Source: an optimization exercise on an open RTL-to-GDS flow (aim: small area, a short achievable clock period and few clock cycles per item). Production flows keep margins and buffers that such runs may drop. At most, simulation tests tie the RTL to the original design; equivalence was not proved. Power is estimated from default activity; no workload was simulated.

==> flow/design.v <==
module Divider(CLK, CS, WE, SN, AD, DI, DO, DONE);
    input CLK;
    input CS;
    input WE;
    input SN;
    input AD;
    input [17:0] DI;
    output DONE;
    output [17:0] DO;
    reg [17:0] R;        
    reg [18:0] D;        
    reg [17:0] Q;        
    reg [4:0]  K;        
    reg [4:0]  L;        
    reg        busy;
    reg        first;
    reg        neg_quo;
    reg        neg_rem;
    function [4:0] lzc;
        input [17:0] x;
        integer i;
        begin
            lzc = 5'd18;
            for (i = 0; i < 18; i = i + 1)
                if (x[i]) lzc = 5'd17 - i;
        end
    endfunction
    wire        wr_n = CS & WE & ~AD;
    wire        wr_d = CS & WE & AD;
    wire        neg_in = SN & DI[17];
    wire        di_zero = (DI == 18'd0);
    wire        neg_q_in = neg_quo ^ neg_in;
    wire [17:0] por;
    genvar m;
    generate for (m = 0; m < 18; m = m + 1) begin : po
        if (m == 0) begin : z
            assign por[m] = 1'b0;
        end else begin : o
            assign por[m] = |DI[m-1:0];
        end
    end endgenerate
    wire [17:0] nmag = DI ^ ({18{~neg_in}} & por);
    wire [4:0]  lz_in = lzc(~nmag);              
    wire [4:0]  kk = K - L;
    wire        q_zero = first & (K < L);        
    wire        align = first & (K > L);
    wire        step = busy & ~first | first & (K == L);
    wire        pre = first & neg_quo;           
    wire [18:0] a = {neg_rem & R[17], R};
    wire [18:0] sg [0:5];
    wire [18:0] sp [0:5];
    assign sg[0] = a & D;
    assign sp[0] = a ^ D;
    genvar l, i;
    generate for (l = 0; l < 5; l = l + 1) begin : lv
        for (i = 0; i < 19; i = i + 1) begin : b
            if ((i >> l) & 1) begin : m
                localparam integer j = ((i >> l) << l) - 1;
                assign sg[l+1][i] = sg[l][i] | (sp[l][i] & sg[l][j]);
                assign sp[l+1][i] = sp[l][i] & sp[l][j];
            end else begin : t
                assign sg[l+1][i] = sg[l][i];
                assign sp[l+1][i] = sp[l][i];
            end
        end
    end endgenerate
    wire [17:0] cy = {sg[5][16:0] | (sp[5][16:0] & {17{neg_rem}}), neg_rem};
    wire [17:0] sum = sp[0][17:0] ^ cy;
    wire        sign0 = sp[0][18] ^ sg[5][17];   
    wire        c = sign0 ^ ~neg_rem;            
    assign DONE = ~busy | q_zero;
    assign DO = AD ? R : Q ^ {18{neg_quo}};
    wire [37:0] dsh = {D, {19{neg_rem}}} << kk;
    always @(posedge CLK) begin
        if (wr_n)
            R <= DI;
        else if ((step | pre) & c)
            R <= sum;
        if (wr_d)
            D <= {1'b1, nmag} ^ {19{neg_rem}};
        else if (align)
            D <= dsh[37:19];
        else
            D <= {D[18], D[18:1]};
        if (wr_d)
            Q <= {{17{di_zero | neg_q_in}}, di_zero ^ neg_q_in};
        else if (step)
            Q <= {Q[16:0] & ~{17{pre & c}}, c ^ pre};
        else if (align)
            Q <= 18'd0;
        if (wr_n)
            L <= di_zero ? 5'd18 : lz_in;
        if (wr_d)
            K <= lz_in;
        else if (first)
            K <= kk;
        else
            K <= K - 5'd1;
        if (wr_d) begin
            busy <= ~di_zero;
            first <= ~di_zero;
        end
        else begin
            if (q_zero | step & (first | (K == 5'd0))) busy <= 1'b0;
            first <= 1'b0;
        end
        if (wr_n) begin
            neg_quo <= neg_in;
            neg_rem <= neg_in;
        end
        else if (wr_d)
            neg_quo <= neg_q_in;
    end
endmodule
Settings: LEC_CHECK=0, CAP_MARGIN=20, CORE_MARGIN=2, CORE_UTILIZATION=60, PLACE_DENSITY=0.7, SETUP_SLACK_MARGIN=1.5, SLEW_MARGIN=20; clock period 5.0 ns.
standard.sh (not shown) runs the stock make flow with config.mk's settings and CLKGATE_MAP_FILE= SYNTH_SCRIPT=/design/flow/synth_recipe.tcl, a recipe that flattens the netlist after the stock synthesis.
==> flow/flow/run.sh <==
#!/bin/bash
# The standard layout (the standard.sh, unchanged synthesis and steps),
# with the port buffers that buffer_ports inserts made plain buf_2 cells
# instead of the delay buffers it picks by default.
set -euo pipefail
export BUFFER_PORTS_ARGS="-buffer_cell sky130_fd_sc_hd__buf_2"
bash standard.sh > standard.log 2>&1
Testbench counts at the start, summed over its fixed seeds: cycles 10,107, items 2,400.
Then changed:
--- a/flow/design.v
+++ b/flow/design.v
@@ -16,6 +16,7 @@
     reg        first;
     reg        neg_quo;
     reg        neg_rem;
+    reg        q_ones;   
     function [4:0] lzc;
         input [17:0] x;
         integer i;
@@ -41,10 +42,30 @@
     end endgenerate
     wire [17:0] nmag = DI ^ ({18{~neg_in}} & por);
     wire [4:0]  lz_in = lzc(~nmag);              
-    wire [4:0]  kk = K - L;
-    wire        q_zero = first & (K < L);        
-    wire        align = first & (K > L);
-    wire        step = busy & ~first | first & (K == L);
+    wire [4:0]  kg [0:3];
+    wire [4:0]  kp [0:3];
+    assign kg[0] = K & ~L;
+    assign kp[0] = ~(K ^ L);
+    genvar kl, ki;
+    generate for (kl = 0; kl < 3; kl = kl + 1) begin : klv
+        for (ki = 0; ki < 5; ki = ki + 1) begin : kb
+            if ((ki >> kl) & 1) begin : m
+                localparam integer j = ((ki >> kl) << kl) - 1;
+                assign kg[kl+1][ki] = kg[kl][ki] | (kp[kl][ki] & kg[kl][j]);
+                assign kp[kl+1][ki] = kp[kl][ki] & kp[kl][j];
+            end else begin : t
+                assign kg[kl+1][ki] = kg[kl][ki];
+                assign kp[kl+1][ki] = kp[kl][ki];
+            end
+        end
+    end endgenerate
+    wire [4:0]  kc = {kg[3][3:0] | kp[3][3:0], 1'b1};      
+    wire [4:0]  kk = kp[0] ^ kc;
+    wire        k_ge = kg[3][4] | kp[3][4];                
+    wire        k_eq = kp[3][4];                           
+    wire        q_zero = first & ~k_ge;          
+    wire        align = first & k_ge & ~k_eq;
+    wire        step = busy & ~first | first & k_eq;
     wire        pre = first & neg_quo;           
     wire [18:0] a = {neg_rem & R[17], R};
     wire [18:0] sg [0:5];
@@ -69,7 +90,7 @@
     wire        sign0 = sp[0][18] ^ sg[5][17];   
     wire        c = sign0 ^ ~neg_rem;            
     assign DONE = ~busy | q_zero;
-    assign DO = AD ? R : Q ^ {18{neg_quo}};
+    assign DO = AD ? R : (Q ^ {18{neg_quo}}) | {{17{q_ones}}, 1'b0};
     wire [37:0] dsh = {D, {19{neg_rem}}} << kk;
     always @(posedge CLK) begin
         if (wr_n)
@@ -83,7 +104,7 @@
         else
             D <= {D[18], D[18:1]};
         if (wr_d)
-            Q <= {{17{di_zero | neg_q_in}}, di_zero ^ neg_q_in};
+            Q <= {{17{neg_q_in}}, di_zero ^ neg_q_in};
         else if (step)
             Q <= {Q[16:0] & ~{17{pre & c}}, c ^ pre};
         else if (align)
@@ -104,6 +125,8 @@
             if (q_zero | step & (first | (K == 5'd0))) busy <= 1'b0;
             first <= 1'b0;
         end
+        if (wr_d)
+            q_ones <= di_zero & ~neg_q_in;
         if (wr_n) begin
             neg_quo <= neg_in;
             neg_rem <= neg_in;
- cell area goes up by 3.9%
- combinational power stays flat
- final cell count went up by 4.2%
- critical path depth falls by 4
- clock skew stays flat
- global-route usage increases by 2.5 points
- synthesized cell count rose by 4.3%
Only the layout flow was run in the second run of this note; the RTL was not checked for function there.

[separate check: timing with driven ports]
The flow's constraints put no driver on any port. The routed layouts listed below were extracted and timed again, unchanged, in two steps.
Step 1 (the two cells are an assumption about what drives the block):
set clk [get_ports {CLK}]
set_driving_cell -lib_cell sky130_fd_sc_hd__clkbuf_16 $clk
set_driving_cell -lib_cell sky130_fd_sc_hd__buf_2 [delete_from_list [all_inputs] $clk]
Step 2 also shifts input and output timing later by t, the mid clock arrival at the registers, as if the neighbouring blocks saw the same clock.
Three values: ideal, step 1, step 2; two values: the first two.
run | shift t [ns] | setup WS [ns] | worst register clock-pin slew, ns | cell pins on the clock port's net
the first run | 0.372 | 1.682 / 1.682 / 1.358 | 0.08 / 0.08 | 1
the second run | 0.408 | 1.657 / 1.657 / 1.411 | 0.08 / 0.08 | 1
After both steps setup and hold are still met in every run listed. For the first run, which loses most, drivers alone change the setup slack by 0.000 ns; drivers and shift together by -0.324 ns.
